Context: an optimization exercise on an open-source flow, tuned for small area and a short achievable clock period. The choices shown serve that exercise and are no tape-out recipe.
No run shown here included a check of the RTL's function; only the layout flow was run.

===== design/flow/constraint.sdc =====
create_clock -name core_clock -period 8.0 [get_ports {s_axis_aclk}]
set_input_delay 1.6000 -clock core_clock [delete_from_list [all_inputs] [get_ports {s_axis_aclk}]]
set_output_delay 1.6000 -clock core_clock [all_outputs]
set_load 0.01 [all_outputs]

===== design/flow/flow/run.sh =====
#!/bin/bash
# Layout flow: the standard flow, with plain buffers on the ports and a clock
# tree of small buffers without dummy loads.
export BUFFER_PORTS_ARGS="-buffer_cell sky130_fd_sc_hd__buf_2"
export CTS_ARGS="-sink_clustering_enable -repair_clock_nets -dont_use_dummy_load -buf_list sky130_fd_sc_hd__clkbuf_4"
bash standard.sh > standard.log 2>&1

===== design/flow/standard.sh =====
#!/bin/bash
# synth_recipe.tcl (not shown) runs the flow's synth.tcl, then flattens the netlist and writes it again
# the make line also repeats each setting of config.mk as NAME=value (left out here)
make -C /OpenROAD-flow-scripts/flow DESIGN_CONFIG=/design/flow/config.mk WORK_HOME=/design/flow/orfs CLKGATE_MAP_FILE= SYNTH_SCRIPT=/design/flow/synth_recipe.tcl "${@:-finish}"

===== design/flow/design.v =====
`timescale 1ns/1ns
module axis_Gauss_1x5 (
  input  logic       s_axis_aclk,
  input  logic       s_axis_arstn,
  input  logic [7:0] s_axis_tdata,
  input  logic       s_axis_tvalid,
  input  logic       s_axis_tlast,
  output logic [7:0] m_axis_tdata,
  output logic       m_axis_tvalid,
  output logic       m_axis_tlast
);
logic [7:0]  d1, d2, d3, d4;
logic        v1, v2, l1, l2;
logic [13:0] cnt;
logic [9:0] b;
always_ff @(posedge s_axis_aclk) begin
  d1 <= s_axis_tdata;
  d2 <= d1;
  d3 <= d2;
  d4 <= d3;
  v1 <= s_axis_tvalid;
  v2 <= v1;
  l1 <= s_axis_tlast;
  l2 <= l1;
  b <= bnext;
end
always_ff @(posedge s_axis_aclk) begin
  if (!s_axis_arstn || s_axis_tlast)
    cnt <= '0;
  else if (s_axis_tvalid)
    cnt <= cnt + 14'd1;
end
wire edge_pt = (cnt[13:1] == 13'd1);
wire [7:0] x0 = s_axis_tdata;
wire h1_s, h1_c;
gha h1 (.a(d1[0]), .b(d2[1]), .s(h1_s), .co(h1_c));
wire f2_s, f2_c;
gfa f2 (.a(d1[1]), .b(d2[2]), .c(h1_c), .s(f2_s), .co(f2_c));
wire f3_s, f3_c;
gfa f3 (.a(d1[2]), .b(d2[3]), .c(f2_c), .s(f3_s), .co(f3_c));
wire f4_s, f4_c;
gfa f4 (.a(d1[3]), .b(d2[4]), .c(f3_c), .s(f4_s), .co(f4_c));
wire f5_s, f5_c;
gfa f5 (.a(d1[4]), .b(d2[5]), .c(x0[5]), .s(f5_s), .co(f5_c));
wire f6_s, f6_c;
gfa f6 (.a(d1[5]), .b(d2[6]), .c(x0[6]), .s(f6_s), .co(f6_c));
wire f7_s, f7_c;
gfa f7 (.a(d1[6]), .b(d2[7]), .c(x0[7]), .s(f7_s), .co(f7_c));
wire g8 = d2[0] & x0[0];
wire p9 = d2[0] ^ x0[0];
wire g10 = h1_s & x0[1];
wire p11 = h1_s ^ x0[1];
wire g12 = f2_s & x0[2];
wire p13 = f2_s ^ x0[2];
wire g14 = f3_s & x0[3];
wire p15 = f3_s ^ x0[3];
wire g16 = x0[4] & f4_s;
wire p17 = x0[4] ^ f4_s;
wire g18 = f4_c & f5_s;
wire p19 = f4_c ^ f5_s;
wire g20 = f5_c & f6_s;
wire p21 = f5_c ^ f6_s;
wire g22 = f6_c & f7_s;
wire p23 = f6_c ^ f7_s;
wire g24 = d1[7] & f7_c;
wire p25 = d1[7] ^ f7_c;
wire G26 = g10 | (p11 & g8);
wire P27 = p11 & p9;
wire G28 = g14 | (p15 & g12);
wire P29 = p15 & p13;
wire G30 = g18 | (p19 & g16);
wire P31 = p19 & p17;
wire G32 = g22 | (p23 & g20);
wire P33 = p23 & p21;
wire G34 = g12 | (p13 & G26);
wire P35 = p13 & P27;
wire G36 = G28 | (P29 & G26);
wire P37 = P29 & P27;
wire G38 = g20 | (p21 & G30);
wire P39 = p21 & P31;
wire G40 = G32 | (P33 & G30);
wire P41 = P33 & P31;
wire G42 = g16 | (p17 & G36);
wire P43 = p17 & P37;
wire G44 = G30 | (P31 & G36);
wire P45 = P31 & P37;
wire G46 = G38 | (P39 & G36);
wire P47 = P39 & P37;
wire G48 = G40 | (P41 & G36);
wire P49 = P41 & P37;
wire G50 = g24 | (p25 & G48);
wire P51 = p25 & P49;
wire s52 = p11 ^ g8;
wire s53 = p13 ^ G26;
wire s54 = p15 ^ G34;
wire s55 = p17 ^ G36;
wire s56 = p19 ^ G42;
wire s57 = p21 ^ G44;
wire s58 = p23 ^ G46;
wire s59 = p25 ^ G48;
wire s60 = 1'b0 ^ G50;
wire [9:0] bnext = {s60, s59, s58, s57, s56, s55, s54, s53, s52, p9};
wire h61_s, h61_c;
gha h61 (.a(d4[1]), .b(d2[0]), .s(h61_s), .co(h61_c));
wire f62_s, f62_c;
gfa f62 (.a(d4[2]), .b(d2[1]), .c(d2[0]), .s(f62_s), .co(f62_c));
wire i63 = ~d4[0];
wire f64_s, f64_c;
gfa f64 (.a(i63), .b(h61_c), .c(f62_s), .s(f64_s), .co(f64_c));
wire h65_s, h65_c;
gha h65 (.a(f64_s), .b(x0[2]), .s(h65_s), .co(h65_c));
wire i66 = ~d2[2];
wire f67_s, f67_c;
gfa f67 (.a(d4[3]), .b(d4[1]), .c(i66), .s(f67_s), .co(f67_c));
wire i68 = ~f67_s;
wire f69_s, f69_c;
gfa f69 (.a(d2[1]), .b(f62_c), .c(i68), .s(f69_s), .co(f69_c));
wire f70_s, f70_c;
gfa f70 (.a(f64_c), .b(f69_s), .c(x0[3]), .s(f70_s), .co(f70_c));
wire h71_s, h71_c;
gha h71 (.a(h65_c), .b(f70_s), .s(h71_s), .co(h71_c));
wire f72_s, f72_c;
gfa f72 (.a(b[0]), .b(d4[4]), .c(d2[3]), .s(f72_s), .co(f72_c));
wire i73 = ~d4[2];
wire f74_s, f74_c;
gfa f74 (.a(i73), .b(d2[2]), .c(d4[3]), .s(f74_s), .co(f74_c));
wire i75 = ~f67_c;
wire f76_s, f76_c;
gfa f76 (.a(i75), .b(f72_s), .c(f74_s), .s(f76_s), .co(f76_c));
wire f77_s, f77_c;
gfa f77 (.a(f69_c), .b(f76_s), .c(x0[4]), .s(f77_s), .co(f77_c));
wire i78 = ~x0[2];
wire f79_s, f79_c;
gfa f79 (.a(i78), .b(f70_c), .c(f77_s), .s(f79_s), .co(f79_c));
wire f80_s, f80_c;
gfa f80 (.a(b[1]), .b(d4[3]), .c(b[0]), .s(f80_s), .co(f80_c));
wire f81_s, f81_c;
gfa f81 (.a(d4[5]), .b(d4[0]), .c(d2[4]), .s(f81_s), .co(f81_c));
wire f82_s, f82_c;
gfa f82 (.a(d2[3]), .b(f72_c), .c(f74_c), .s(f82_s), .co(f82_c));
wire i83 = ~f80_s;
wire f84_s, f84_c;
gfa f84 (.a(i83), .b(f81_s), .c(f76_c), .s(f84_s), .co(f84_c));
wire f85_s, f85_c;
gfa f85 (.a(f82_s), .b(x0[5]), .c(x0[0]), .s(f85_s), .co(f85_c));
wire i86 = ~x0[3];
wire f87_s, f87_c;
gfa f87 (.a(i86), .b(f84_s), .c(f77_c), .s(f87_s), .co(f87_c));
wire h88_s, h88_c;
gha h88 (.a(f85_s), .b(f79_c), .s(h88_s), .co(h88_c));
wire f89_s, f89_c;
gfa f89 (.a(d4[6]), .b(d4[1]), .c(d2[5]), .s(f89_s), .co(f89_c));
wire i90 = ~d2[4];
wire f91_s, f91_c;
gfa f91 (.a(b[2]), .b(d4[4]), .c(i90), .s(f91_s), .co(f91_c));
wire i92 = ~f80_c;
wire f93_s, f93_c;
gfa f93 (.a(i92), .b(f81_c), .c(f89_s), .s(f93_s), .co(f93_c));
wire i94 = ~f91_s;
wire f95_s, f95_c;
gfa f95 (.a(i94), .b(f82_c), .c(f93_s), .s(f95_s), .co(f95_c));
wire f96_s, f96_c;
gfa f96 (.a(x0[6]), .b(x0[1]), .c(f84_c), .s(f96_s), .co(f96_c));
wire i97 = ~x0[4];
wire f98_s, f98_c;
gfa f98 (.a(i97), .b(f95_s), .c(f85_c), .s(f98_s), .co(f98_c));
wire f99_s, f99_c;
gfa f99 (.a(f96_s), .b(f87_c), .c(f98_s), .s(f99_s), .co(f99_c));
wire f100_s, f100_c;
gfa f100 (.a(d4[7]), .b(d4[2]), .c(d2[6]), .s(f100_s), .co(f100_c));
wire i101 = ~d2[5];
wire f102_s, f102_c;
gfa f102 (.a(b[3]), .b(d4[5]), .c(i101), .s(f102_s), .co(f102_c));
wire i103 = ~f91_c;
wire f104_s, f104_c;
gfa f104 (.a(f89_c), .b(i103), .c(f100_s), .s(f104_s), .co(f104_c));
wire i105 = ~f102_s;
wire f106_s, f106_c;
gfa f106 (.a(i105), .b(f93_c), .c(f104_s), .s(f106_s), .co(f106_c));
wire f107_s, f107_c;
gfa f107 (.a(x0[7]), .b(x0[2]), .c(f95_c), .s(f107_s), .co(f107_c));
wire i108 = ~x0[5];
wire f109_s, f109_c;
gfa f109 (.a(i108), .b(f106_s), .c(f96_c), .s(f109_s), .co(f109_c));
wire f110_s, f110_c;
gfa f110 (.a(f107_s), .b(f98_c), .c(f109_s), .s(f110_s), .co(f110_c));
wire f111_s, f111_c;
gfa f111 (.a(b[0]), .b(d4[3]), .c(d2[7]), .s(f111_s), .co(f111_c));
wire i112 = ~d2[6];
wire f113_s, f113_c;
gfa f113 (.a(b[4]), .b(d4[6]), .c(i112), .s(f113_s), .co(f113_c));
wire i114 = ~f102_c;
wire f115_s, f115_c;
gfa f115 (.a(f100_c), .b(i114), .c(f111_s), .s(f115_s), .co(f115_c));
wire i116 = ~f113_s;
wire f117_s, f117_c;
gfa f117 (.a(i116), .b(f104_c), .c(f115_s), .s(f117_s), .co(f117_c));
wire i118 = ~x0[6];
wire f119_s, f119_c;
gfa f119 (.a(i118), .b(x0[3]), .c(f106_c), .s(f119_s), .co(f119_c));
wire f120_s, f120_c;
gfa f120 (.a(f117_s), .b(f107_c), .c(f119_s), .s(f120_s), .co(f120_c));
wire h121_s, h121_c;
gha h121 (.a(f109_c), .b(f120_s), .s(h121_s), .co(h121_c));
wire f122_s, f122_c;
gfa f122 (.a(b[1]), .b(d4[4]), .c(d2[7]), .s(f122_s), .co(f122_c));
wire i123 = ~f111_c;
wire f124_s, f124_c;
gfa f124 (.a(b[5]), .b(d4[7]), .c(i123), .s(f124_s), .co(f124_c));
wire i125 = ~f113_c;
wire f126_s, f126_c;
gfa f126 (.a(i125), .b(f122_s), .c(f115_c), .s(f126_s), .co(f126_c));
wire f127_s, f127_c;
gfa f127 (.a(f124_s), .b(x0[7]), .c(i97), .s(f127_s), .co(f127_c));
wire i128 = ~f127_s;
wire f129_s, f129_c;
gfa f129 (.a(f117_c), .b(f126_s), .c(i128), .s(f129_s), .co(f129_c));
wire f130_s, f130_c;
gfa f130 (.a(f119_c), .b(f129_s), .c(f120_c), .s(f130_s), .co(f130_c));
wire i131 = ~b[6];
wire f132_s, f132_c;
gfa f132 (.a(i131), .b(b[2]), .c(d4[5]), .s(f132_s), .co(f132_c));
wire i133 = ~f124_c;
wire f134_s, f134_c;
gfa f134 (.a(f122_c), .b(f132_s), .c(i133), .s(f134_s), .co(f134_c));
wire f135_s, f135_c;
gfa f135 (.a(x0[5]), .b(f126_c), .c(f134_s), .s(f135_s), .co(f135_c));
wire i136 = ~f127_c;
wire f137_s, f137_c;
gfa f137 (.a(i136), .b(f135_s), .c(f129_c), .s(f137_s), .co(f137_c));
wire f138_s, f138_c;
gfa f138 (.a(b[7]), .b(b[3]), .c(d4[6]), .s(f138_s), .co(f138_c));
wire f139_s, f139_c;
gfa f139 (.a(f132_c), .b(f138_s), .c(x0[6]), .s(f139_s), .co(f139_c));
wire f140_s, f140_c;
gfa f140 (.a(f134_c), .b(f139_s), .c(f135_c), .s(f140_s), .co(f140_c));
wire f141_s, f141_c;
gfa f141 (.a(b[8]), .b(b[4]), .c(d4[7]), .s(f141_s), .co(f141_c));
wire i142 = ~b[7];
wire f143_s, f143_c;
gfa f143 (.a(i142), .b(f138_c), .c(f141_s), .s(f143_s), .co(f143_c));
wire f144_s, f144_c;
gfa f144 (.a(f143_s), .b(x0[7]), .c(f139_c), .s(f144_s), .co(f144_c));
wire i145 = ~b[8];
wire f146_s, f146_c;
gfa f146 (.a(b[9]), .b(b[5]), .c(i145), .s(f146_s), .co(f146_c));
wire f147_s, f147_c;
gfa f147 (.a(f141_c), .b(f146_s), .c(f143_c), .s(f147_s), .co(f147_c));
wire i148 = ~b[9];
wire f149_s, f149_c;
gfa f149 (.a(b[6]), .b(i148), .c(f146_c), .s(f149_s), .co(f149_c));
wire i150 = ~x0[0];
wire i151 = ~x0[1];
wire g152 = d4[0] & x0[0];
wire p153 = d4[0] ^ x0[0];
wire g154 = h61_s & x0[1];
wire p155 = h61_s ^ x0[1];
wire g156 = i150 & h65_s;
wire p157 = i150 ^ h65_s;
wire g158 = i151 & h71_s;
wire p159 = i151 ^ h71_s;
wire g160 = h71_c & f79_s;
wire p161 = h71_c ^ f79_s;
wire g162 = f87_s & h88_s;
wire p163 = f87_s ^ h88_s;
wire g164 = h88_c & f99_s;
wire p165 = h88_c ^ f99_s;
wire g166 = f99_c & f110_s;
wire p167 = f99_c ^ f110_s;
wire g168 = f110_c & h121_s;
wire p169 = f110_c ^ h121_s;
wire g170 = h121_c & f130_s;
wire p171 = h121_c ^ f130_s;
wire g172 = f137_s & f130_c;
wire p173 = f137_s ^ f130_c;
wire g174 = f140_s & f137_c;
wire p175 = f140_s ^ f137_c;
wire g176 = f144_s & f140_c;
wire p177 = f144_s ^ f140_c;
wire g178 = f147_s & f144_c;
wire p179 = f147_s ^ f144_c;
wire g180 = f149_s & f147_c;
wire p181 = f149_s ^ f147_c;
wire g182 = i142 & f149_c;
wire p183 = i142 ^ f149_c;
wire g184 = i145 & b[7];
wire p185 = i145 ^ b[7];
wire g186 = i148 & b[8];
wire p187 = i148 ^ b[8];
wire G188 = g154 | (p155 & g152);
wire P189 = p155 & p153;
wire G190 = g158 | (p159 & g156);
wire P191 = p159 & p157;
wire G192 = g162 | (p163 & g160);
wire P193 = p163 & p161;
wire G194 = g166 | (p167 & g164);
wire P195 = p167 & p165;
wire G196 = g170 | (p171 & g168);
wire P197 = p171 & p169;
wire G198 = g174 | (p175 & g172);
wire P199 = p175 & p173;
wire G200 = g178 | (p179 & g176);
wire P201 = p179 & p177;
wire G202 = g182 | (p183 & g180);
wire P203 = p183 & p181;
wire G204 = g186 | (p187 & g184);
wire P205 = p187 & p185;
wire G206 = g156 | (p157 & G188);
wire P207 = p157 & P189;
wire G208 = G190 | (P191 & G188);
wire P209 = P191 & P189;
wire G210 = g164 | (p165 & G192);
wire P211 = p165 & P193;
wire G212 = G194 | (P195 & G192);
wire P213 = P195 & P193;
wire G214 = g172 | (p173 & G196);
wire P215 = p173 & P197;
wire G216 = G198 | (P199 & G196);
wire P217 = P199 & P197;
wire G218 = g180 | (p181 & G200);
wire P219 = p181 & P201;
wire G220 = G202 | (P203 & G200);
wire P221 = P203 & P201;
wire G222 = g160 | (p161 & G208);
wire P223 = p161 & P209;
wire G224 = G192 | (P193 & G208);
wire P225 = P193 & P209;
wire G226 = G210 | (P211 & G208);
wire P227 = P211 & P209;
wire G228 = G212 | (P213 & G208);
wire P229 = P213 & P209;
wire G230 = g176 | (p177 & G216);
wire P231 = p177 & P217;
wire G232 = G200 | (P201 & G216);
wire P233 = P201 & P217;
wire G234 = G218 | (P219 & G216);
wire P235 = P219 & P217;
wire G236 = G220 | (P221 & G216);
wire P237 = P221 & P217;
wire G238 = g168 | (p169 & G228);
wire P239 = p169 & P229;
wire G240 = G196 | (P197 & G228);
wire P241 = P197 & P229;
wire G242 = G214 | (P215 & G228);
wire P243 = P215 & P229;
wire G244 = G216 | (P217 & G228);
wire P245 = P217 & P229;
wire G246 = G230 | (P231 & G228);
wire P247 = P231 & P229;
wire G248 = G232 | (P233 & G228);
wire P249 = P233 & P229;
wire G250 = G234 | (P235 & G228);
wire P251 = P235 & P229;
wire G252 = G236 | (P237 & G228);
wire P253 = P237 & P229;
wire G254 = g184 | (p185 & G252);
wire P255 = p185 & P253;
wire G256 = G204 | (P205 & G252);
wire P257 = P205 & P253;
wire r258 = p173 ^ G240;
wire r259 = p175 ^ G242;
wire r260 = p177 ^ G244;
wire r261 = p179 ^ G246;
wire r262 = p181 ^ G248;
wire r263 = p183 ^ G250;
wire r264 = p185 ^ G252;
wire r265 = p187 ^ G254;
wire [7:0] lo = {r265, r264, r263, r262, r261, r260, r259, r258};
logic [7:0] olo;
logic       ept;
always_ff @(posedge s_axis_aclk) begin
  olo <= lo;
  ept <= edge_pt;
  m_axis_tvalid <= v2;
  m_axis_tlast  <= l2 & ~edge_pt;
end
wire [7:0] fsum = olo;
assign m_axis_tdata = ept ? d3 : fsum;
endmodule
module gha (
  input  logic a,
  input  logic b,
  output logic s,
  output logic co
);
assign s  = a ^ b;
assign co = a & b;
endmodule
module gfa (
  input  logic a,
  input  logic b,
  input  logic c,
  output logic s,
  output logic co
);
assign s  = a ^ b ^ c;
assign co = (a & b) | (a & c) | (b & c);
endmodule

===== design/flow/config.mk =====
export PLATFORM = sky130hd
export DESIGN_NAME = axis_Gauss_1x5
export DESIGN_NICKNAME = axis_Gauss_1x5
export VERILOG_FILES = /design/flow/design.v
export SDC_FILE = /design/flow/constraint.sdc
export NUM_CORES = 4
export LEC_CHECK = 0
export CAP_MARGIN = 20
export CORE_MARGIN = 2
export CORE_UTILIZATION = 40
export SETUP_SLACK_MARGIN = 5
export SLEW_MARGIN = 20
export SYNTH_HIERARCHICAL = 1
export SYNTH_MINIMUM_KEEP_SIZE = 0

==> results of run 1 <==
per-layer routing:
layer	vias up	global-route usage [%]
met5	-	0
met1	1212	21.3
met2	44	24.7
li1	1125	-
met4	0	6.19
met3	12	4.87
final cells by class:
class                           instances  share of cell area [%]
Timing Repair Buffer                   37                    6.02
Clock buffer                            9                    1.39
Tap cell                              133                    3.42
Multi-Input combinational cell        205                    55.7
Sequential cell                        71                    30.1
Inverter                               44                    3.40
final timing paths:
path | startpoint | to | depth (start not counted)
min | d1[3] | d2[3] | 0
max | b[0] | olo[6] | 14
min reg2reg | d1[3] | d2[3] | 0
max reg2reg | b[0] | olo[6] | 14
modules after synthesis (local to each module, per instance):
| module | copies in the design | flip-flops and latches | cells inside |
|---|---|---|---|
| gfa | 61 | 0 | 1 |
| axis_Gauss_1x5 | 1 | 71 | 256 |
| gha | 6 | 0 | 1 |
flip-flops by register name, summed over array words and instances, names as in the netlist, 8 cells and up:
| register | cells |
|---|---|
| cnt | 14 |
| b | 10 |
| d1 | 8 |
| d2 | 8 |
| d3 | 8 |
| d4 | 8 |
| olo | 8 |
kinds of logic (layout without fill, tap and decap cells):
kind of cell / Yosys count / in the layout / share of synthesized area [%]
DFF: 71 / 71 / 34.9
muxes: 9 / 9 / 2.46
xor gates and xnor gates: 24 / 24 / 5.16
and+or+nand+nor: 50 / 50 / 6.72
AOI/OAI and AO/OA: 27 / 27 / 5.16
adders and majority gates: 95 / 95 / 41.3
buffers and inverters: 47 / 90 / 4.33
cells in the final DEF, fill, tap and decap left out, drive strengths merged, types with 6 or more instances in the layout:
cell,n
clkbuf,9
dfxtp,71
xnor2,9
nor2,15
nand2,6
fa,66
mux2,8
xor2,15
and3,8
buf,37
ha,29
a21o,7
inv,44
repair_timing:
action | 4_1_cts | 5_1_grt
endpoints found under the hold margin | 0 | 0
resized for setup | 48 | 21
endpoints found under the setup margin | 19 | 19
buffers inserted | 9 | 7
hold buffers | 0 | 0
pin swaps | 15 | 21
metrics by stage:
step / utilization, % / cell area (µm²) / hold slack, ps
final: 49.5 / 4860 / 333
after global routing: 49.5 / 4860 / 343
after CTS: 47.9 / 4700 / 331
after detailed placement: 44.7 / 4390 / 314
after global placement: 44.7 / 4390 / 311
after floorplan: - / 4130 / 310
critical path, stage by stage, from the launching register on:
cell	delay [ps]
dfxtp_4	380
fa_1	510
fa_2	370
fa_2	350
fa_2	350
fa_1	470
fa_1	550
ha_4	210
and3_4	180
a22o_1	220
o21bai_1	160
a41o_2	270
a311oi_4	320
fa_2	490
inv_2	50
==> key figures, run 1 <==
Synth
  – Register bit total from synthesis: around 70
  – Mean Syn Cell Area: approximately 13 µm²
  – Most frequent cell after synthesis: dfxtp_1
  – Post-synth top flop: dfxtp_1
  – Yosys top cell area share: between 30% and 40%
  – Largest cells by area after synthesis: dfxtp_1, fa_1, ha_1, inv_1, xor2_1
  – Share of flip-flops with an asynchronous set or reset: 0%
  – Mapped Area: 4080 µm²
  – Post-synthesis sequential area ratio: 34.9%
  – Synth top cells by count: dfxtp_1, fa_1, inv_1
  – Post-synthesis instance total: roughly 320
  – Netlist cell types: 39
  – YS warnings: 7
  – Post-Syn Nets: 430
  – Number of enable flip-flop cells after synthesis: 0
  – Largest area contributor in the synthesized netlist: dfxtp_1

Timing
  – Fin. Hold Viols: 0
  – Setup Skew: approximately 43 ps
  – Period utilisation layout: 62.0%
  – Max Freq: 202 MHz
  – Slew Viols, Final: 0
  – RSZ-0062 raised after global routing: yes
  – Relative slew slack: 59.6%
  – Tightest Pin Transition: 606 ps
  – Setup TNS: 0 ps
  – Final setup vio count: 0
  – Final WS setup: ~3000 ps
  – Minimum clock period: 4960 ps

Placed design
  – DP Wirelength: 6210 µm
  – Placer Congestion: 0.820
  – Number of buffers added on ports: 21
  – Pre-CTS setup slack: roughly 2800 ps
  – Placed insts: between 400 and 500

Global route
  – Gr usage total: 16.0%
  – Largest net degree at the start of global routing: 15
  – Vias in the first global route: 2575
  – Initial antenna violation count: 0
  – First-pass GRT wire length: approximately 13000 µm
  – GRT Residual Overflow: 0

Routing
  – DR WL met3: 415 µm
  – DR vias: between 2000 and 2500
  – Routed WL: a little under 8000 µm
  – Drt via density: 4.80
  – Wire length per cell: 15.9 µm
  – Met2 Wirelength: 3770 µm
  – DRC violations left: 0
  – Wl on met1: about 3600 µm
  – 1st-iter DRT viols: 73
  – Post-route ant nets: 0
  – DRT Pass-1 Iters: 5
  – DR top layer: met4

Setup path
  – CP required: 8350 ps
  – Setup CP Type: flop to flop
  – Max FO, Critical Path: 3
  – Crit start category: flop
  – CP endpoint kind: flop
  – CP arrival: 5310 ps
  – R2R Setup Slk: 3040 ps

Finish
  – Fillers: 924
  – Area of the multi-input gates: 2710 µm²
  – Fin nets: 475
  – Layout cells sized above 1: 28.7%
  – Synth-to-layout area growth: 19.3%
  – Register area: around 1500 µm²
  – Antenna Cells: 0
  – Fin cells: about 500

Clock network
  – CTS tree: built
  – Root buffer cell: clkbuf_4
  – Clock slew at reported path FFs: ~120 ps
  – Clock sink count: 71
  – Clock Path Buffers: 2
  – CTS Buf Count: 9
  – H-Tree Depth: 3
  – Worst skew pair latency: approximately 440 ps

Min path
  – Worst Hold Class: flop to flop

Job
  – Max-Cap Viols: 0

Floorplan
  – Starting Density: between 40% and 50%
  – DIE AREA: 11000 µm²
  – FP Rows: 36
  – Die height: about 100 µm
  – Core ar.: 9820 µm²
  – Die W: approximately 100 µm
  – I/O pin cnt: 22

Status
  – Status: no timing/DRC/antenna violations
==> run 2, diff against run 1 <==
--- a/design/flow/design.v
+++ b/design/flow/design.v
@@ -271,110 +271,51 @@
 wire p169 = f110_c ^ h121_s;
 wire g170 = h121_c & f130_s;
 wire p171 = h121_c ^ f130_s;
-wire g172 = f137_s & f130_c;
-wire p173 = f137_s ^ f130_c;
-wire g174 = f140_s & f137_c;
-wire p175 = f140_s ^ f137_c;
-wire g176 = f144_s & f140_c;
-wire p177 = f144_s ^ f140_c;
-wire g178 = f147_s & f144_c;
-wire p179 = f147_s ^ f144_c;
-wire g180 = f149_s & f147_c;
-wire p181 = f149_s ^ f147_c;
-wire g182 = i142 & f149_c;
-wire p183 = i142 ^ f149_c;
-wire g184 = i145 & b[7];
-wire p185 = i145 ^ b[7];
-wire g186 = i148 & b[8];
-wire p187 = i148 ^ b[8];
-wire G188 = g154 | (p155 & g152);
-wire P189 = p155 & p153;
-wire G190 = g158 | (p159 & g156);
-wire P191 = p159 & p157;
-wire G192 = g162 | (p163 & g160);
-wire P193 = p163 & p161;
-wire G194 = g166 | (p167 & g164);
-wire P195 = p167 & p165;
-wire G196 = g170 | (p171 & g168);
-wire P197 = p171 & p169;
-wire G198 = g174 | (p175 & g172);
-wire P199 = p175 & p173;
-wire G200 = g178 | (p179 & g176);
-wire P201 = p179 & p177;
-wire G202 = g182 | (p183 & g180);
-wire P203 = p183 & p181;
-wire G204 = g186 | (p187 & g184);
-wire P205 = p187 & p185;
-wire G206 = g156 | (p157 & G188);
-wire P207 = p157 & P189;
-wire G208 = G190 | (P191 & G188);
-wire P209 = P191 & P189;
-wire G210 = g164 | (p165 & G192);
-wire P211 = p165 & P193;
-wire G212 = G194 | (P195 & G192);
-wire P213 = P195 & P193;
-wire G214 = g172 | (p173 & G196);
-wire P215 = p173 & P197;
-wire G216 = G198 | (P199 & G196);
-wire P217 = P199 & P197;
-wire G218 = g180 | (p181 & G200);
-wire P219 = p181 & P201;
-wire G220 = G202 | (P203 & G200);
-wire P221 = P203 & P201;
-wire G222 = g160 | (p161 & G208);
-wire P223 = p161 & P209;
-wire G224 = G192 | (P193 & G208);
-wire P225 = P193 & P209;
-wire G226 = G210 | (P211 & G208);
-wire P227 = P211 & P209;
-wire G228 = G212 | (P213 & G208);
-wire P229 = P213 & P209;
-wire G230 = g176 | (p177 & G216);
-wire P231 = p177 & P217;
-wire G232 = G200 | (P201 & G216);
-wire P233 = P201 & P217;
-wire G234 = G218 | (P219 & G216);
-wire P235 = P219 & P217;
-wire G236 = G220 | (P221 & G216);
-wire P237 = P221 & P217;
-wire G238 = g168 | (p169 & G228);
-wire P239 = p169 & P229;
-wire G240 = G196 | (P197 & G228);
-wire P241 = P197 & P229;
-wire G242 = G214 | (P215 & G228);
-wire P243 = P215 & P229;
-wire G244 = G216 | (P217 & G228);
-wire P245 = P217 & P229;
-wire G246 = G230 | (P231 & G228);
-wire P247 = P231 & P229;
-wire G248 = G232 | (P233 & G228);
-wire P249 = P233 & P229;
-wire G250 = G234 | (P235 & G228);
-wire P251 = P235 & P229;
-wire G252 = G236 | (P237 & G228);
-wire P253 = P237 & P229;
-wire G254 = g184 | (p185 & G252);
-wire P255 = p185 & P253;
-wire G256 = G204 | (P205 & G252);
-wire P257 = P205 & P253;
-wire r258 = p173 ^ G240;
-wire r259 = p175 ^ G242;
-wire r260 = p177 ^ G244;
-wire r261 = p179 ^ G246;
-wire r262 = p181 ^ G248;
-wire r263 = p183 ^ G250;
-wire r264 = p185 ^ G252;
-wire r265 = p187 ^ G254;
-wire [7:0] lo = {r265, r264, r263, r262, r261, r260, r259, r258};
-logic [7:0] olo;
+wire G172 = g154 | (p155 & g152);
+wire P173 = p155 & p153;
+wire G174 = g158 | (p159 & g156);
+wire P175 = p159 & p157;
+wire G176 = g162 | (p163 & g160);
+wire P177 = p163 & p161;
+wire G178 = g166 | (p167 & g164);
+wire P179 = p167 & p165;
+wire G180 = g170 | (p171 & g168);
+wire P181 = p171 & p169;
+wire G182 = g156 | (p157 & G172);
+wire P183 = p157 & P173;
+wire G184 = G174 | (P175 & G172);
+wire P185 = P175 & P173;
+wire G186 = g164 | (p165 & G176);
+wire P187 = p165 & P177;
+wire G188 = G178 | (P179 & G176);
+wire P189 = P179 & P177;
+wire G190 = g160 | (p161 & G184);
+wire P191 = p161 & P185;
+wire G192 = G176 | (P177 & G184);
+wire P193 = P177 & P185;
+wire G194 = G186 | (P187 & G184);
+wire P195 = P187 & P185;
+wire G196 = G188 | (P189 & G184);
+wire P197 = P189 & P185;
+wire G198 = g168 | (p169 & G196);
+wire P199 = p169 & P197;
+wire G200 = G180 | (P181 & G196);
+wire P201 = P181 & P197;
+wire [7:0] ua = {i148, i145, i142, f149_s, f147_s, f144_s, f140_s, f137_s};
+wire [7:0] ub = {b[8], b[7], f149_c, f147_c, f144_c, f140_c, f137_c, f130_c};
+wire uc = G200;
+logic [7:0] oa, ob;
+logic oc;
 logic       ept;
 always_ff @(posedge s_axis_aclk) begin
-  olo <= lo;
+  oa <= ua;
+  ob <= ub;
+  oc <= uc;
   ept <= edge_pt;
   m_axis_tvalid <= v2;
   m_axis_tlast  <= l2 & ~edge_pt;
 end
-wire [7:0] fsum = olo;
+wire [7:0] fsum = {(oa[7] ^ ob[7]) ^ ((oa[6] & ob[6]) | (oa[6] ^ ob[6]) & (oa[5] & ob[5]) | (oa[6] ^ ob[6]) & (oa[5] ^ ob[5]) & (oa[4] & ob[4]) | (oa[6] ^ ob[6]) & (oa[5] ^ ob[5]) & (oa[4] ^ ob[4]) & (oa[3] & ob[3]) | (oa[6] ^ ob[6]) & (oa[5] ^ ob[5]) & (oa[4] ^ ob[4]) & (oa[3] ^ ob[3]) & (oa[2] & ob[2]) | (oa[6] ^ ob[6]) & (oa[5] ^ ob[5]) & (oa[4] ^ ob[4]) & (oa[3] ^ ob[3]) & (oa[2] ^ ob[2]) & (oa[1] & ob[1]) | (oa[6] ^ ob[6]) & (oa[5] ^ ob[5]) & (oa[4] ^ ob[4]) & (oa[3] ^ ob[3]) & (oa[2] ^ ob[2]) & (oa[1] ^ ob[1]) & (oa[0] & ob[0]) | (oa[6] ^ ob[6]) & (oa[5] ^ ob[5]) & (oa[4] ^ ob[4]) & (oa[3] ^ ob[3]) & (oa[2] ^ ob[2]) & (oa[1] ^ ob[1]) & (oa[0] ^ ob[0]) & oc), (oa[6] ^ ob[6]) ^ ((oa[5] & ob[5]) | (oa[5] ^ ob[5]) & (oa[4] & ob[4]) | (oa[5] ^ ob[5]) & (oa[4] ^ ob[4]) & (oa[3] & ob[3]) | (oa[5] ^ ob[5]) & (oa[4] ^ ob[4]) & (oa[3] ^ ob[3]) & (oa[2] & ob[2]) | (oa[5] ^ ob[5]) & (oa[4] ^ ob[4]) & (oa[3] ^ ob[3]) & (oa[2] ^ ob[2]) & (oa[1] & ob[1]) | (oa[5] ^ ob[5]) & (oa[4] ^ ob[4]) & (oa[3] ^ ob[3]) & (oa[2] ^ ob[2]) & (oa[1] ^ ob[1]) & (oa[0] & ob[0]) | (oa[5] ^ ob[5]) & (oa[4] ^ ob[4]) & (oa[3] ^ ob[3]) & (oa[2] ^ ob[2]) & (oa[1] ^ ob[1]) & (oa[0] ^ ob[0]) & oc), (oa[5] ^ ob[5]) ^ ((oa[4] & ob[4]) | (oa[4] ^ ob[4]) & (oa[3] & ob[3]) | (oa[4] ^ ob[4]) & (oa[3] ^ ob[3]) & (oa[2] & ob[2]) | (oa[4] ^ ob[4]) & (oa[3] ^ ob[3]) & (oa[2] ^ ob[2]) & (oa[1] & ob[1]) | (oa[4] ^ ob[4]) & (oa[3] ^ ob[3]) & (oa[2] ^ ob[2]) & (oa[1] ^ ob[1]) & (oa[0] & ob[0]) | (oa[4] ^ ob[4]) & (oa[3] ^ ob[3]) & (oa[2] ^ ob[2]) & (oa[1] ^ ob[1]) & (oa[0] ^ ob[0]) & oc), (oa[4] ^ ob[4]) ^ ((oa[3] & ob[3]) | (oa[3] ^ ob[3]) & (oa[2] & ob[2]) | (oa[3] ^ ob[3]) & (oa[2] ^ ob[2]) & (oa[1] & ob[1]) | (oa[3] ^ ob[3]) & (oa[2] ^ ob[2]) & (oa[1] ^ ob[1]) & (oa[0] & ob[0]) | (oa[3] ^ ob[3]) & (oa[2] ^ ob[2]) & (oa[1] ^ ob[1]) & (oa[0] ^ ob[0]) & oc), (oa[3] ^ ob[3]) ^ ((oa[2] & ob[2]) | (oa[2] ^ ob[2]) & (oa[1] & ob[1]) | (oa[2] ^ ob[2]) & (oa[1] ^ ob[1]) & (oa[0] & ob[0]) | (oa[2] ^ ob[2]) & (oa[1] ^ ob[1]) & (oa[0] ^ ob[0]) & oc), (oa[2] ^ ob[2]) ^ ((oa[1] & ob[1]) | (oa[1] ^ ob[1]) & (oa[0] & ob[0]) | (oa[1] ^ ob[1]) & (oa[0] ^ ob[0]) & oc), (oa[1] ^ ob[1]) ^ ((oa[0] & ob[0]) | (oa[0] ^ ob[0]) & oc), (oa[0] ^ ob[0]) ^ oc};
 assign m_axis_tdata = ept ? d3 : fsum;
 endmodule
 module gha (
==> design/flow/flow/run.sh (replaced) <==
#!/bin/bash
# Layout flow: the standard flow, with plain buffers on the ports and a clock
# tree of small buffers without dummy loads.
export BUFFER_PORTS_ARGS="-buffer_cell sky130_fd_sc_hd__buf_2"
export CTS_ARGS="-sink_clustering_enable -repair_clock_nets -dont_use_dummy_load -buf_list \"sky130_fd_sc_hd__clkbuf_4 sky130_fd_sc_hd__clkbuf_8\""
bash standard.sh > standard.log 2>&1
==> run 2 against run 1 <==
Still clean on timing, DRC and antenna. Final area up 4.2%. Count of clock-buffer cells in the layout unchanged. Register-to-register slack improved by 1100 ps. Cell count up 7.0%. Clock skew is 5.1 ps lower. Die area grew 5.9%. Synthesized area increased by 6.1%. Largest cell class unchanged.
==> key figures, run 2 <==
Job
  – Max-Cap Viols: 0 (unchanged)

Clock network
  – CTS Buf Count: 9 (unchanged)
  – H-Tree Depth: 3 (unchanged)
  – Clock sink count: 80 (+13%)
  – Worst skew pair latency: 350 ps (-90 ps)
  – Root buffer cell: clkbuf_8
  – Clock slew at reported path FFs: 70 ps (-50 ps)
  – Clock Path Buffers: 2 (unchanged)
  – CTS tree: built
  – Cts-stage hold buffer count: 0 (unchanged)

Setup path
  – Crit. Startpoint: d4[7]
  – Reg2Reg Depth: 9 (-5)
  – End of the worst register-to-register path: oc
  – Max FO, Critical Path: 2 (-1)
  – R2R Setup Slk: 4120 ps (+1080 ps)
  – CP endpoint kind: flop
  – Critical R2R Launch: d4[7]
  – Worst setup endpoint: oc
  – CP required: 8210 ps (-140 ps)
  – CP arrival: 4080 ps (-1230 ps)
  – Setup CP Type: flop to flop
  – Crit start category: flop

Timing
  – Slew Viols, Final: 0 (unchanged)
  – Minimum clock period: 3880 ps (-1080 ps)
  – Final setup vio count: 0 (unchanged)
  – Tightest Pin Transition: 516 ps (-89.6 ps)
  – Period utilisation layout: 48.5% (-14 points)
  – Relative slew slack: 65.6% (+6.0 points)
  – Setup Skew: 37.5 ps (-5.09 ps)
  – Final WS setup: 4120 ps (+1080 ps)
  – Fin. Hold Viols: 0 (unchanged)
  – Max Freq: 258 MHz (+28%)
  – Setup TNS: 0 ps (unchanged)
  – RSZ-0062 raised after global routing: yes

Placed design
  – Placer Congestion: 0.846 (+3.2%)
  – Pre-CTS setup slack: 3780 ps (+1010 ps)
  – Number of buffers added on ports: 21 (unchanged)
  – DP Wirelength: 6350 µm (+2.3%)

Synth
  – Post-synthesis instance total: 361 (+12%)
  – Most frequent cell after synthesis: dfxtp_1
  – Largest area contributor in the synthesized netlist: dfxtp_1
  – Mean Syn Cell Area: 12.0 µm² (-5.1%)
  – YS warnings: 7 (unchanged)
  – Post-synth top flop: dfxtp_1
  – Netlist cell types: 40 (+2.6%)
  – Yosys top cell area share: 37.0% (+2.2 points)
  – Share of flip-flops with an asynchronous set or reset: 0% (unchanged)
  – Number of enable flip-flop cells after synthesis: 0 (unchanged)
  – Register bit total from synthesis: 80 (+13%)
  – Mapped Area: 4330 µm² (+6.1%)
  – Synth top cells by count: dfxtp_1, fa_1, inv_1
  – Largest cells by area after synthesis: dfxtp_1, fa_1, ha_1, inv_1, xor2_1
  – Post-synthesis sequential area ratio: 37.0% (+2.2 points)
  – Post-Syn Nets: 469 (+9.1%)

Global route
  – Vias in the first global route: 2884 (+12%)
  – Gr usage total: 15.7% (-0.32 points)
  – Initial antenna violation count: 0 (unchanged)
  – Largest net degree at the start of global routing: 24 (+9)
  – GRT Residual Overflow: 0 (unchanged)
  – First-pass GRT wire length: 13800 µm (+5.3%)

Status
  – Status: no timing/DRC/antenna violations

Finish
  – Commonest cells after routing, fill and taps aside: dfxtp_1, fa_1, inv_1
  – Max FFs per register: 14 (unchanged)
  – Fin nets: 508 (+6.9%)
  – Synth-to-layout area growth: 17.2%
  – Top reg by flops: cnt
  – Commonest non-fill, non-tap cell in the layout: dfxtp_1
  – Top flop regs: cnt (14), b (10)
  – Layout cells sized above 1: 25.9% (-2.8 points)
  – Antenna Cells: 0 (unchanged)
  – Fillers: 942 (+1.9%)

Routing
  – Wire length per cell: 14.8 µm (-7.2%)
  – DRT Pass-1 Iters: 4 (-1)
  – Drt via density: 4.90 (+2.3%)
  – DRC violations left: 0 (unchanged)
  – Post-route ant nets: 0 (unchanged)
  – Routed WL: 7890 µm (-0.72%)
  – 1st-iter DRT viols: 101 (+38%)
  – DR vias: 2619 (+9.4%)

Floorplan
  – Starting Density: 41.5% (about the same)
  – Die height: 108 µm (+2.9%)
  – Core ar.: 10400 µm² (+6.1%)
  – Die W: 108 µm (+2.9%)
  – I/O pin cnt: 22 (unchanged)
  – DIE AREA: 11700 µm² (+5.9%)
  – FP Rows: 37 (+2.8%)

Min path
  – Worst Hold Class: flop to flop
run 2: worst min-delay path by stage:
| stage | from | to | slack, ps | depth (start not counted) |
|---|---|---|---|---|
| after detailed placement | v2 | m_axis_tvalid | 320 | 0 |
| after global placement | l1 | l2 | 310 | 0 |
| after global routing | v2 | m_axis_tvalid | 330 | 0 |
| final | v2 | m_axis_tvalid | 330 | 0 |
| after floorplan | l1 | l2 | 310 | 0 |
| after CTS | v2 | m_axis_tvalid | 330 | 0 |
run 2: worst max-delay path, cell delays in order, from the launching register on:
cell and delay (ps):
dfxtp_4 360, fa_1 550, fa_1 440, fa_2 380
fa_1 460, fa_2 360, fa_2 540, ha_1 270
a2111oi_4 290, a21oi_1 100
run 2: final cells by class:
type	count	area [µm²]	area share, %
multi-input combinational	232	2760	54.5
inverter	44	168	3.31
sequential	80	1640	32.3
clock buffer	9	124	2.44
tap	136	170	3.36
timing repair buffer	33	206	4.07
run 2: modules after synthesis (local to each module, per instance):
module	cells inside	flip-flops and latches
gfa	1	0
axis_Gauss_1x5	294	80
gha	1	0
run 2: cell families after synthesis:
logic type	Yosys count	share of synthesized area (%)
muxes	1	0.231
AOI/OAI and AO/OA	48	7.12
adders and majority gates	96	39.2
DFF	80	37.0
and+or+nand+nor	70	8.53
buffers and inverters	49	4.43
xor gates and xnor gates	17	3.44
run 2: repair_timing:
item / 4_1_cts / 5_1_grt
setup buffers: 7 / 5
endpoints found under the setup margin: 12 / 13
resized for setup: 43 / 23
pin swaps: 21 / 15
run 2: per-layer routing:
layer	GRT usage [%]	routed length, µm
met1	19.4	3500
met2	27.8	4080
met5	0	0
met3	3.44	193
met4	4.49	112
run 2: metrics by stage:
step	instances	utilization (%)	hold WS [ps]	area (µm²)
global route	534	48.7	332	5070
finish	534	48.7	330	5070
global placement	513	44.5	312	4630
CTS	529	47.6	332	4960
detailed placement	513	44.5	317	4630
floorplan	361	-	310	4380

-- port drivers added, routing unchanged --
No port has a modelled driver above. Below, the same layouts with a new extraction and two added sets of constraints.
Step 1: set_driving_cell puts a clkbuf_16 on s_axis_aclk and a buf_2 on each other input, an assumption about the parent block.
Step 2 also shifts input and output timing later by t, the mid clock arrival at the registers, as if the neighbouring blocks saw the same clock.
Three values: no drivers, after step 1, after step 2; two values: the first two.
run | t, ns | setup slack, ns | clock arrival spread, ns
run 1 | 0.450 | 3.041 / 3.041 / 2.795 | 0.043 / 0.043
run 2 | 0.364 | 4.124 / 4.124 / 3.798 | 0.038 / 0.039
After both steps every run listed still meets setup and hold. The setup slack of run 2, which loses most, moves by 0.000 ns with the drivers and by -0.326 ns with both steps.
